Source: an optimization exercise on an open RTL-to-GDS flow (aim: small area). Production flows keep margins and buffers that such runs may drop. In this exercise RTL edits were held to simulation tests only and were not proved equivalent to the original.

## the reference run
// filter
module filter #(
    parameter DATA_WIDTH = 16
)
(
    input                               clk,
    input                               rst_n,
    input   signed [DATA_WIDTH-1:0]     FilterIn,
    input                               ValidIn,
    output      signed [32:0]           data_out,
    output                              ValidOut
);
make LEC_CHECK=0 CAP_MARGIN=20 CORE_MARGIN=2 CORE_UTILIZATION=65 CTS_CLUSTER_DIAMETER=100 CTS_CLUSTER_SIZE=26 GPL_TIMING_DRIVEN=0 SLEW_MARGIN=20 SYNTH_HIERARCHICAL=1 SYNTH_MINIMUM_KEEP_SIZE=0 finish   # period 14.0 ns
run.sh (not shown) runs the stock make flow with config.mk's settings and CLKGATE_MAP_FILE= SYNTH_SCRIPT=/design/flow/synth_recipe.tcl, a recipe that flattens the netlist after the stock synthesis.
## Diff of input files: the trial run against the reference run
==> flow/flow/run.sh (new file) <==
#!/bin/bash
export BUFFER_PORTS_ARGS="-buffer_cell sky130_fd_sc_hd__buf_1"
export PRE_GLOBAL_PLACE_TCL="$PWD/flow/pre_gpl.tcl"
export CTS_ARGS="-sink_clustering_enable -repair_clock_nets -sink_clustering_size 18 -sink_clustering_max_diameter 90 -buf_list sky130_fd_sc_hd__clkbuf_8 -dont_use_dummy_load"
bash standard.sh > standard.log 2>&1
==> flow/flow/pre_gpl.tcl (new file) <==
remove_buffers
==> flow/standard.sh (new file) <==
#!/bin/bash
# synth_recipe.tcl (not shown) runs the flow's synth.tcl, then flattens the netlist and writes it again
# the make line also repeats each setting of config.mk as NAME=value (left out here)
make -C /OpenROAD-flow-scripts/flow DESIGN_CONFIG=/design/flow/config.mk WORK_HOME=/design/flow/orfs CLKGATE_MAP_FILE= SYNTH_SCRIPT=/design/flow/synth_recipe.tcl "${@:-finish}"
removed: flow/run.sh
--- outcome ---
First-pass GRT wire length shrinks slightly when moving from the reference run to the trial run. The trial run and the reference run ended up with nearly the same global-route usage. The trial run: filler-free cell count of the finished design is 0.93% lower than what the reference run reported. Changes observed in the trial run relative to the reference run: setup slack of the critical path after layout up 380 ps. The trial run ends up with a final design area excluding fillers that is 510 um2 lower than in the reference run.

---

filter again, from the RTL that the note above started with.
Design filter, start of the top module:
module filter #(
    parameter DATA_WIDTH = 16
)
(
    input                               clk,
    input                               rst_n,
    input   signed [DATA_WIDTH-1:0]     FilterIn,
    input                               ValidIn,
    output      signed [32:0]           data_out,
    output                              ValidOut
);
clock: 14.0 ns
lec_check: 0
cap_margin: 20
core_margin: 2
core_utilization: 65
cts_buf_list: sky130_fd_sc_hd__clkbuf_8
cts_cluster_diameter: 80
cts_cluster_size: 15
gpl_timing_driven: 0
slew_margin: 20
synth_hierarchical: 1
synth_minimum_keep_size: 0
standard.sh (not shown) runs the stock make flow with config.mk's settings and CLKGATE_MAP_FILE= SYNTH_SCRIPT=/design/flow/synth_recipe.tcl, a recipe that flattens the netlist after the stock synthesis.
==> flow/flow/run.sh <==
#!/bin/bash
export BUFFER_PORTS_ARGS="-buffer_cell sky130_fd_sc_hd__buf_1"
export PRE_GLOBAL_PLACE_TCL="$PWD/flow/pre_gpl.tcl"
bash standard.sh > standard.log 2>&1
==> flow/flow/pre_gpl.tcl <==
remove_buffers
The starting point completed without violations.
==> next run, changes <==
--- a/flow/flow/run.sh
+++ b/flow/flow/run.sh
@@ -3,2 +3,3 @@
 export PRE_GLOBAL_PLACE_TCL="$PWD/flow/pre_gpl.tcl"
+export CTS_ARGS="-sink_clustering_enable -repair_clock_nets -sink_clustering_size 26 -sink_clustering_max_diameter 100 -dont_use_dummy_load"
 bash standard.sh > standard.log 2>&1
- CAP_MARGIN: 20 -> 5
- CTS_BUF_LIST: sky130_fd_sc_hd__clkbuf_8 -> default
- CTS_CLUSTER_DIAMETER: 80 -> 100
- CTS_CLUSTER_SIZE: 15 -> 26
- SLEW_MARGIN: 20 -> 5
Clock-buffer cell count falls by 9.
Final area goes down by 0.35%.
Final cell count falls by 1.2%.
Setup slack is worse by 220 ps.
==> next run, changes <==
==> flow/flow/run.sh (replaced) <==
#!/bin/bash
export BUFFER_PORTS_ARGS="-buffer_cell sky130_fd_sc_hd__buf_1"
export PRE_GLOBAL_PLACE_TCL="$PWD/flow/pre_gpl.tcl"
export CTS_ARGS="-sink_clustering_enable -repair_clock_nets -sink_clustering_size 18 -sink_clustering_max_diameter 90 -buf_list sky130_fd_sc_hd__clkbuf_8 -dont_use_dummy_load"
bash standard.sh > standard.log 2>&1
- CTS_CLUSTER_DIAMETER: 100 -> default
- CTS_CLUSTER_SIZE: 26 -> default
- The changed run completed without violations
- non-clock buffer count does not change
- synthesized area stays the same
- hold slack gets worse by 44 ps
- utilization falls by 0.36 points
- sequential share of layout area rises by 0.18 points
- wire length barely changes
- cell area falls by 0.51%
- setup slack gets better by 180 ps
- global-route usage rises by 0.18 points
==> next run, changes <==
==> flow/flow/run.sh (replaced) <==
#!/bin/bash
export BUFFER_PORTS_ARGS="-buffer_cell sky130_fd_sc_hd__buf_1"
export PRE_GLOBAL_PLACE_TCL="$PWD/flow/pre_gpl.tcl"
bash standard.sh > standard.log 2>&1
- CAP_MARGIN: 5 -> 20
- CTS_CLUSTER_DIAMETER: default -> 100
- CTS_CLUSTER_SIZE: default -> 26
- SLEW_MARGIN: 5 -> 20
Setup slack gets worse by 87 ps.
Maximum frequency fell slightly.
Global-route usage hardly moves.
Worst hold slack gets better by 42 ps.
Final area rose slightly.

static timing again, ports no longer ideal:
The results above use ideal ports. As a check the final layouts listed here were re-extracted and re-timed, cells and wires unchanged.
Step 1, drivers: a clkbuf_16 drives clk and a buf_2 each remaining input, both assumed.
Step 2 adds t to the input delays and takes it off the output delays; t is the mean of the earliest and latest rising clock arrival at the registers after step 1. Input paths then give back, and output paths get back, about the clock's delay inside the block.
a / b / c = no drivers / after step 1 / after step 2; a / b = the first two.
run | t (ns) | slack for setup (ns) | hold slack, ns | worst data-port slew with drivers (ns)
the reference run | 0.563 | 0.378 / 0.412 / -0.151 | 0.388 / 0.388 / 0.388 | 0.05
the trial run | 0.617 | 0.755 / 0.787 / 0.169 | 0.355 / 0.355 / 0.355 | 0.03
the first run of note 2 | 0.660 | 0.780 / 0.812 / 0.152 | 0.354 / 0.354 / 0.354 | 0.04
the second run of note 2 | 0.550 | 0.559 / 0.594 / 0.044 | 0.388 / 0.388 / 0.388 | 0.03
the third run of note 2 | 0.606 | 0.739 / 0.768 / 0.162 | 0.344 / 0.344 / 0.344 | 0.04
the fourth run of note 2 | 0.556 | 0.651 / 0.684 / 0.128 | 0.386 / 0.386 / 0.386 | 0.03
With both steps, setup timing fails in the reference run, where it was met with ideal ports. The setup slack of the first run of note 2, which loses most, moves by +0.032 ns with the drivers and by -0.628 ns with both steps.
